What follows belongs to an exercise in optimizing a design on an open flow for small area and a short achievable clock period; a production flow would make more cautious choices.
Where RTL was checked, it was by simulation tests only, not by an equivalence proof against the original.

Design accelerator, start of the top module:
module accelerator #(
    parameter MAP_SIZE = 9'h00a,
    parameter k = 9'h003,
    parameter p = 9'h002,
    parameter s = 1,
    parameter ptype = 1,
    parameter act_type = 0,
    parameter N = 8,
    parameter Q = 4,
    parameter AW = 8,
    parameter DW = 8,
    parameter [N-1:0] p_sqr_inv = 8'b00000100
    )(
    input clk,
    input global_rst,
    input ce,
    input [N-1:0] activation,
    input [(k*k)*N-1:0] weight1,
    output [N-1:0] data_out,
    output valid_op,
    output end_op,
    output [N-1:0] conv_out,
    output conv_valid,
    output conv_end
    );
Settings: LEC_CHECK=0, CAP_MARGIN=20, CORE_MARGIN=2, CORE_UTILIZATION=65, CTS_CLUSTER_DIAMETER=150, CTS_CLUSTER_SIZE=30, PLACE_DENSITY=0.75, SETUP_SLACK_MARGIN=3.0, SLEW_MARGIN=20; clock period 8.0 ns.
run.sh (not shown) runs the stock make flow with config.mk's settings and CLKGATE_MAP_FILE= SYNTH_SCRIPT=/design/flow/synth_recipe.tcl, a recipe that flattens the netlist after the stock synthesis.
Rerun with:
==> flow/flow/run.sh (new file) <==
#!/bin/bash
# The standard layout (the standard.sh: ORFS synthesis to finish), except
# that the port buffers are buf_1 cells instead of the cell buffer_ports picks
# by itself (clkdlybuf4s50_1). make's full output goes to standard.log; each
# ORFS step also keeps its own log under orfs/logs/.
set -euo pipefail
bash standard.sh "BUFFER_PORTS_ARGS=-buffer_cell sky130_fd_sc_hd__buf_1" RECOVER_POWER=100 finish > standard.log 2>&1
==> flow/standard.sh (new file) <==
#!/bin/bash
# synth_recipe.tcl (not shown) runs the flow's synth.tcl, then flattens the netlist and writes it again
# the make line also repeats each setting of config.mk as NAME=value (left out here)
make -C /OpenROAD-flow-scripts/flow DESIGN_CONFIG=/design/flow/config.mk WORK_HOME=/design/flow/orfs CLKGATE_MAP_FILE= SYNTH_SCRIPT=/design/flow/synth_recipe.tcl "${@:-finish}"
--- a/flow/config.mk
+++ b/flow/config.mk
@@ -10,4 +10,2 @@
 export CORE_UTILIZATION = 65
-export CTS_CLUSTER_DIAMETER = 150
-export CTS_CLUSTER_SIZE = 30
 export PLACE_DENSITY = 0.75
removed: flow/run.sh
With this change the flow completed and failed the layout checks on max-capacitance violations, max-slew violations; setup slack is worse by 1.4 ns; synthesized area stays the same; global-route usage rose by 1.2 points; register-to-register slack gets worse by 1.5 ns; synthesized cell count does not change.
Rerun with:
--- a/flow/flow/run.sh
+++ b/flow/flow/run.sh
@@ -6,2 +6,2 @@
 set -euo pipefail
-bash standard.sh "BUFFER_PORTS_ARGS=-buffer_cell sky130_fd_sc_hd__buf_1" RECOVER_POWER=100 finish > standard.log 2>&1
+bash standard.sh "BUFFER_PORTS_ARGS=-buffer_cell sky130_fd_sc_hd__buf_1" finish > standard.log 2>&1
After rerunning: Now the flow ran to the end with no violations. Worst hold slack is better by 0.020 ns. Via count barely changes. Area after synthesis does not change. Wire length hardly moves. Clock skew stays flat. Die area is unchanged. Worst setup slack is better by 1.4 ns. Global-route usage stays the same.
Rerun with:
--- a/flow/config.mk
+++ b/flow/config.mk
@@ -10,4 +10,6 @@
 export CORE_UTILIZATION = 65
+export CTS_CLUSTER_DIAMETER = 120
+export CTS_CLUSTER_SIZE = 24
 export PLACE_DENSITY = 0.75
-export SETUP_SLACK_MARGIN = 3.0
+export SETUP_SLACK_MARGIN = 3.25
 export SLEW_MARGIN = 20
Result: Design area came out higher by 0.58%; worst hold slack improves by 0.057 ns; clock-buffer cell count came out lower by 27; routed wire length came out higher by 1.6%; sequential share of layout area came out lower by 0.10 points; via count came out higher by 0.95%; synthesized cell count does not change; area after synthesis is unchanged; non-clock buffer count came out higher by 49.
Rerun with:
--- a/flow/flow/run.sh
+++ b/flow/flow/run.sh
@@ -6,2 +6,2 @@
 set -euo pipefail
-bash standard.sh "BUFFER_PORTS_ARGS=-buffer_cell sky130_fd_sc_hd__buf_1" finish > standard.log 2>&1
+bash standard.sh "BUFFER_PORTS_ARGS=-buffer_cell sky130_fd_sc_hd__buf_1" MATCH_CELL_FOOTPRINT=0 finish > standard.log 2>&1
--- a/flow/config.mk
+++ b/flow/config.mk
@@ -13,3 +13,3 @@
 export PLACE_DENSITY = 0.75
-export SETUP_SLACK_MARGIN = 3.25
+export SETUP_SLACK_MARGIN = 3.0
 export SLEW_MARGIN = 20
Non-clock buffer count went down by 47.
Final cell count goes down by 1.6%.
Die area is unchanged.
Routed wire length goes down by 5.5%.
Synthesized area stays the same.
Cell area shrinks by 3.7%.
Rerun with:
==> flow/run.sh (new file) <==
#!/bin/bash
# synth_recipe.tcl (not shown) runs the flow's synth.tcl, then flattens the netlist and writes it again
# the make line also repeats each setting of config.mk as NAME=value (left out here)
make -C /OpenROAD-flow-scripts/flow DESIGN_CONFIG=/design/flow/config.mk WORK_HOME=/design/flow/orfs CLKGATE_MAP_FILE= SYNTH_SCRIPT=/design/flow/synth_recipe.tcl finish
--- a/flow/config.mk
+++ b/flow/config.mk
@@ -10,4 +10,2 @@
 export CORE_UTILIZATION = 65
-export CTS_CLUSTER_DIAMETER = 120
-export CTS_CLUSTER_SIZE = 24
 export PLACE_DENSITY = 0.75
removed: flow/flow/run.sh
removed: flow/standard.sh
After rerunning: The new run completed without violations. Worst setup slack degrades by 0.086 ns. Design area came out higher by a few percent. Synthesized area is unchanged. Clock-buffer cell count came out higher by 16. Utilization came out higher by 3.7 points. Flip-flop and latch count does not change. Wire length came out higher by a few percent.

* * *

Another version of the RTL of accelerator (not shown whole).
Size: about 100 I/O pins, roughly 0.024 mm2 of cells after synthesis.
// accelerator
module accelerator #(
    parameter MAP_SIZE = 9'h00a,
    parameter k = 9'h003,
    parameter p = 9'h002,
    parameter s = 1,
    parameter ptype = 1,
    parameter act_type = 0,
    parameter N = 8,
    parameter Q = 4,
    parameter AW = 8,
    parameter DW = 8,
    parameter [N-1:0] p_sqr_inv = 8'b00000100
    )(
    input clk,
    input global_rst,
    input ce,
    input [N-1:0] activation,
    input [(k*k)*N-1:0] weight1,
    output [N-1:0] data_out,
    output valid_op,
    output end_op,
    output [N-1:0] conv_out,
    output conv_valid,
    output conv_end
    );
export LEC_CHECK = 0
export CAP_MARGIN = 20
export CORE_MARGIN = 2
export CORE_UTILIZATION = 70
export CTS_CLUSTER_DIAMETER = 120
export CTS_CLUSTER_SIZE = 24
export PLACE_DENSITY = 0.8
export SETUP_SLACK_MARGIN = 3.1
export SLEW_MARGIN = 20
create_clock -name core_clock -period 8.0 [get_ports {clk}]
standard.sh (not shown) runs the stock make flow with config.mk's settings and CLKGATE_MAP_FILE= SYNTH_SCRIPT=/design/flow/synth_recipe.tcl, a recipe that flattens the netlist after the stock synthesis.
==> flow/flow/run.sh <==
#!/bin/bash
# The standard layout (the standard.sh: ORFS synthesis to finish), except
# that the port buffers are buf_1 cells instead of the cell buffer_ports picks
# by itself (clkdlybuf4s50_1). make's full output goes to standard.log; each
# ORFS step also keeps its own log under orfs/logs/.
set -euo pipefail
bash standard.sh "BUFFER_PORTS_ARGS=-buffer_cell sky130_fd_sc_hd__buf_1" finish > standard.log 2>&1
The baseline completed with no timing, DRC or antenna violations.
==> next run, changes <==
TNS_END_PERCENT = 5   (was not set)
What happened: Clock-buffer cell count is unchanged; core utilization fell by 0.75 points; global-route usage is about the same; clock skew rose by 0.017 ns; final cell count fell by 0.64%; worst hold slack degrades by 0.011 ns; worst setup slack degrades by 0.091 ns; design area fell by 0.98%.
==> next run, changes <==
CORE_UTILIZATION = 65   (was 70)
PLACE_DENSITY = 0.75   (was 0.8)
TNS_END_PERCENT = not set   (was 5)
=> Final cell count rose slightly. Global-route usage fell by 2.6 points. Setup slack improved by 0.086 ns. Final area rose slightly. Die area rose by a little under a tenth. Clock skew fell by 0.0090 ns. Clock-buffer cell count rose by 1.
==> next run, changes <==
SETUP_SLACK_MARGIN = 3.0   (was 3.1)
Clock skew goes up by 0.0046 ns. Cell area decreases by 0.80%. Non-clock buffer count shrinks by 7. Core utilization went down by 0.57 points. Area after synthesis does not change.

* * *

Starting RTL as in the previous note.
export LEC_CHECK = 0
export CAP_MARGIN = 20
export CORE_MARGIN = 2
export CORE_UTILIZATION = 70
export CTS_CLUSTER_DIAMETER = 120
export CTS_CLUSTER_SIZE = 24
export PLACE_DENSITY = 0.8
export SETUP_SLACK_MARGIN = 3.0
export SLEW_MARGIN = 20
create_clock -name core_clock -period 8.0 [get_ports {clk}]
Scripts as last shown in full above: flow/flow/run.sh
==> next run, changes <==
--- a/flow/flow/run.sh
+++ b/flow/flow/run.sh
@@ -6,2 +6,2 @@
 set -euo pipefail
-bash standard.sh "BUFFER_PORTS_ARGS=-buffer_cell sky130_fd_sc_hd__buf_1" finish > standard.log 2>&1
+bash standard.sh "BUFFER_PORTS_ARGS=-buffer_cell sky130_fd_sc_hd__buf_1" MATCH_CELL_FOOTPRINT=0 finish > standard.log 2>&1
Settings changed: CORE_UTILIZATION 70 to 65, PLACE_DENSITY 0.8 to 0.75, SETUP_SLACK_MARGIN 3.0 to 3.1.
After rerunning:
- The changed run finished with timing, DRC and antenna clean
- wire length went down by 4.2%
- cell count went up by 1.8%
- synthesized cell count does not change

* * *

accelerator, a different RTL version from the one above (not shown whole).
Size in the first run: roughly 2400 cells after synthesis, roughly 340 flip-flops, about 100 I/O pins, about 0.025 mm2 of cells after synthesis.
## accelerator
module accelerator #(
    parameter MAP_SIZE = 9'h00a,
    parameter k = 9'h003,
    parameter p = 9'h002,
    parameter s = 1,
    parameter ptype = 1,
    parameter act_type = 0,
    parameter N = 8,
    parameter Q = 4,
    parameter AW = 8,
    parameter DW = 8,
    parameter [N-1:0] p_sqr_inv = 8'b00000100
    )(
    input clk,
    input global_rst,
    input ce,
    input [N-1:0] activation,
    input [(k*k)*N-1:0] weight1,
    output [N-1:0] data_out,
    output valid_op,
    output end_op,
    output [N-1:0] conv_out,
    output conv_valid,
    output conv_end
    );
clock: 8.0 ns
lec_check: 0
cap_margin: 20
core_margin: 2
core_utilization: 65
cts_buf_list: sky130_fd_sc_hd__clkbuf_4 sky130_fd_sc_hd__clkbuf_8
place_density: 0.75
setup_slack_margin: 3.0
slew_margin: 20
run.sh (not shown) runs the stock make flow with config.mk's settings and CLKGATE_MAP_FILE= SYNTH_SCRIPT=/design/flow/synth_recipe.tcl, a recipe that flattens the netlist after the stock synthesis.
Stock flow here: none of the scripts above is used.
Then changed:
Settings changed: ABC_AREA set to 1, CORE_UTILIZATION 65 to 40, CTS_BUF_LIST sky130_fd_sc_hd__clkbuf_4 sky130_fd_sc_hd__clkbuf_8 to not set, PLACE_DENSITY 0.75 to not set.
=>
- The changed run finished with timing, DRC and antenna clean
- routed wire length went up by 15%
- maximum frequency increases by 0.83%
Function was not checked in any run of this note: the RTL went through the layout flow alone.

## static timing again, ports no longer ideal
The flow's constraints put no driver on any port. The routed layouts listed below were extracted and timed again, unchanged, in two steps. Step 1 (the two cells are an assumption about what drives the block):
set clk [get_ports {clk}]
set_driving_cell -lib_cell sky130_fd_sc_hd__clkbuf_16 $clk
set_driving_cell -lib_cell sky130_fd_sc_hd__buf_2 [delete_from_list [all_inputs] $clk]
Step 2 adds t to the input delays and takes it off the output delays; t is the mean of the earliest and latest rising clock arrival at the registers after step 1. Input paths then give back, and output paths get back, about the clock's delay inside the block. a / b / c = ideal ports / drivers / drivers and shift; a / b = the first two.
run | t (ns) | slack for setup (ns) | latest minus earliest clock arrival (ns) | cell pins on the clock port's net
the first run of note 1 | 0.582 | 3.153 / 3.101 / 2.640 | 0.034 / 0.034 | 1
the second run of note 1 | 0.606 | 1.786 / 1.786 / 1.301 | 0.023 / 0.022 | 1
the third run of note 1 | 0.605 | 3.233 / 3.233 / 2.682 | 0.022 / 0.021 | 1
the fourth run of note 1 | 0.591 | 3.306 / 3.306 / 2.829 | 0.038 / 0.038 | 1
the fifth run of note 1 | 0.596 | 3.187 / 3.206 / 2.610 | 0.044 / 0.044 | 1
the sixth run of note 1 | 0.603 | 3.101 / 3.048 / 2.569 | 0.020 / 0.020 | 1
the first run of note 2 | 0.589 | 3.215 / 3.215 / 2.784 | 0.018 / 0.018 | 1
the second run of note 2 | 0.590 | 3.124 / 3.124 / 2.682 | 0.033 / 0.034 | 1
the third run of note 2 | 0.581 | 3.210 / 3.210 / 2.762 | 0.021 / 0.021 | 1
the fourth run of note 2 | 0.592 | 3.130 / 3.160 / 2.569 | 0.028 / 0.028 | 1
the first run of note 3 | 0.596 | 3.129 / 3.129 / 2.611 | 0.020 / 0.020 | 1
the second run of note 3 | 0.586 | 3.156 / 3.189 / 2.603 | 0.030 / 0.030 | 1
the first run of note 4 | 0.684 | 3.146 / 3.115 / 2.579 | 0.022 / 0.022 | 1
the second run of note 4 | 0.624 | 3.187 / 3.187 / 2.641 | 0.022 / 0.022 | 1
The setup slack of the fifth run of note 1, which loses most, moves by +0.019 ns with the drivers and by -0.577 ns with both steps.
